This design comes from an exercise in tuning for small area on the open sky130 flow, not from production work.
In this exercise RTL edits were held to simulation tests only and were not proved equivalent to the original.
No activity file was given, so power comes from the tool's default toggle rates.

==> inputs of raven <==
// vga_display
module vga_display(
    input wire clk, reset,
    input cpu_isAttacking,
    input wire [3:0] p1_health_out, cpu_health_out,
    input wire [3:0] keyboard_input,
    output wire hSync, vSync,
    output wire [11:0] VGA
    );
    reg [1:0] count;
    reg pixel_strobe;
    reg [5:0] hq;
    reg [4:0] hr, vq, vr;
    wire [1:0] count_n;
    wire pixel_strobe_n;
    wire [5:0] hq_n;
    wire [4:0] hr_n, vq_n, vr_n;
    always @(posedge clk) begin
        count <= count_n;
        pixel_strobe <= pixel_strobe_n;
        hq <= hq_n;
        hr <= hr_n;
        vq <= vq_n;
        vr <= vr_n;
    end
    vga_logic logic_i (.reset(reset), .count(count), .pixel_strobe(pixel_strobe),
        .hq(hq), .hr(hr), .vq(vq), .vr(vr),
        .cpu_isAttacking(cpu_isAttacking), .p1_health_out(p1_health_out), .cpu_health_out(cpu_health_out),
        .keyboard_input(keyboard_input),
        .count_n(count_n), .pixel_strobe_n(pixel_strobe_n), .hq_n(hq_n), .hr_n(hr_n), .vq_n(vq_n), .vr_n(vr_n),
        .hSync(hSync), .vSync(vSync), .VGA(VGA));
endmodule
Settings: LEC_CHECK=0, CAP_MARGIN=5, CORE_MARGIN=2, CORE_UTILIZATION=50, CTS_BUF_LIST=sky130_fd_sc_hd__clkbuf_8, PLACE_DENSITY=0.6, SLEW_MARGIN=5; clock period 10.0 ns.
standard.sh (not shown) runs the stock make flow with config.mk's settings and CLKGATE_MAP_FILE= SYNTH_SCRIPT=/design/flow/synth_recipe.tcl, a recipe that flattens the netlist after the stock synthesis.
==> flow/flow/run.sh <==
#!/bin/bash
# Own layout flow: the standard ORFS flow (standard.sh) with three changes to synthesis and
# placement, none to the registers (their names and cell types are the standard synthesis's):
#  - the technology-mapping ABC call uses an area-oriented script (flow/abc_area_own.script)
#    instead of ORFS's delay-oriented one;
#  - half and full adders are left to ABC as plain gates (ADDER_MAP_FILE empty) instead of being
#    mapped to adder cells before ABC;
#  - ports are buffered as in the standard flow, but with the smallest buffer (buf_1).
# ORFS writes each tool's log under orfs/logs/; make's own output goes to flow_make.log here.
set -euo pipefail
W=$(pwd)
{
  echo "proc abc {args} {"
  echo "  set i [lsearch -exact \$args -script]"
  echo "  if {\$i >= 0} { lset args [expr {\$i + 1}] $W/flow/abc_area_own.script }"
  echo "  yosys abc {*}\$args"
  echo "}"
  cat "$W/synth_recipe.tcl"
} > "$W/own_synth.tcl"
sed "s#SYNTH_SCRIPT=[^ ]*#SYNTH_SCRIPT=$W/own_synth.tcl ADDER_MAP_FILE=#" "$W/standard.sh" > "$W/own_standard.sh"
grep -q "SYNTH_SCRIPT=$W/own_synth.tcl" "$W/own_standard.sh"
export BUFFER_PORTS_ARGS="-buffer_cell sky130_fd_sc_hd__buf_1"
bash "$W/own_standard.sh" > "$W/flow_make.log" 2>&1
==> flow/flow/abc_area_own.script <==
strash
dch -f
amap
topo
==> harbor (differences from raven) <==
==> flow/flow/run.sh (replaced) <==
#!/bin/bash
# Own layout flow: the standard ORFS flow (standard.sh), unchanged except that the
# technology-mapping ABC call of the standard synthesis uses an area-oriented script
# (flow/abc_area_own.script) instead of ORFS's delay-oriented one. Registers, their names and
# cell types are those of the standard synthesis. Half and full adders are left to ABC as plain
# gates (ADDER_MAP_FILE empty) instead of being mapped to adder cells before ABC. Ports are buffered as in the standard flow, with
# the smallest buffer (buf_1) instead of ORFS's default choice. ORFS writes each tool's log under
# orfs/logs/; make's own output goes to flow_make.log here.
set -euo pipefail
W=$(pwd)
{
  echo "proc abc {args} {"
  echo "  set i [lsearch -exact \$args -script]"
  echo "  if {\$i >= 0} { lset args [expr {\$i + 1}] $W/flow/abc_area_own.script }"
  echo "  yosys abc {*}\$args"
  echo "}"
  cat "$W/synth_recipe.tcl"
} > "$W/own_synth.tcl"
sed "s#SYNTH_SCRIPT=[^ ]*#SYNTH_SCRIPT=$W/own_synth.tcl ADDER_MAP_FILE=#" "$W/standard.sh" > "$W/own_standard.sh"
grep -q "SYNTH_SCRIPT=$W/own_synth.tcl" "$W/own_standard.sh"
export BUFFER_PORTS_ARGS="-buffer_cell sky130_fd_sc_hd__buf_1"
bash "$W/own_standard.sh" > "$W/flow_make.log" 2>&1
Settings changed: CAP_MARGIN 5 to 20, SLEW_MARGIN 5 to 20.
==> reports/results.tsv <==
stage	metric	value	unit
power_and_ir_drop	Largest Pwr Group	sequential cells	
sta	setup-violating endpoint count in the final report	0	
worst_hold_path	Worst Hold End	pixel_strobe	
run_status	status	finished clean	
cts	CTS root buf	clkbuf_8	
power_and_ir_drop	switching pwr	0.04249	mW
cells_and_area	Final non-clock buffer share	0.05348	
sta	endpoints failing hold	0	
# the run above: harbor

==> reports/results.tsv <==
stage	metric	value	unit
run_status	status	finished clean	
sta	setup-violating endpoint count in the final report	0	
worst_hold_path	Worst Hold End	pixel_strobe	
cts	CTS root buf	clkbuf_8	
cells_and_area	final instance area	3088	µm²
cts	clock sink count	24	
sta	endpoints failing hold	0	
sta	minimum clock period	9.503	ns
cells_and_area	commonest cells after routing, fill and taps aside	nor2_1 (132), clkinv_1 (58), o21ai_0 (49), nand2_1 (44)	
floorplan	Die H	78.13	µm
power_and_ir_drop	switching pwr	0.04249	mW
floorplan	core area	5205	µm²
cells_and_area	Final non-clock buffer share	0.05348	
power_and_ir_drop	Largest Pwr Group	sequential cells	
# the run above: raven

-- re-timing with driven ports --
The flow's constraints put no driver on any port. The routed layouts listed below were extracted and timed again, unchanged, in two steps. Step 1 assumes that a clkbuf_16 drives the clock port and a buf_2 every other input. Step 2 adds t to the input delays and takes it off the output delays; t is the mean of the earliest and latest rising clock arrival at the registers after step 1. Input paths then give back, and output paths get back, about the clock's delay inside the block. Three values: ideal ports, drivers, drivers and shift; two values: the first two.
run	shift t [ns]	slack for setup (ns)	latest minus earliest clock arrival (ns)	worst slew at a driven data input, ns
raven	0.284	0.497 / 0.476 / 0.476	0.003 / 0.003	0.03
harbor	0.284	0.497 / 0.476 / 0.476	0.003 / 0.003	0.03
After both steps every run listed still meets setup and hold.
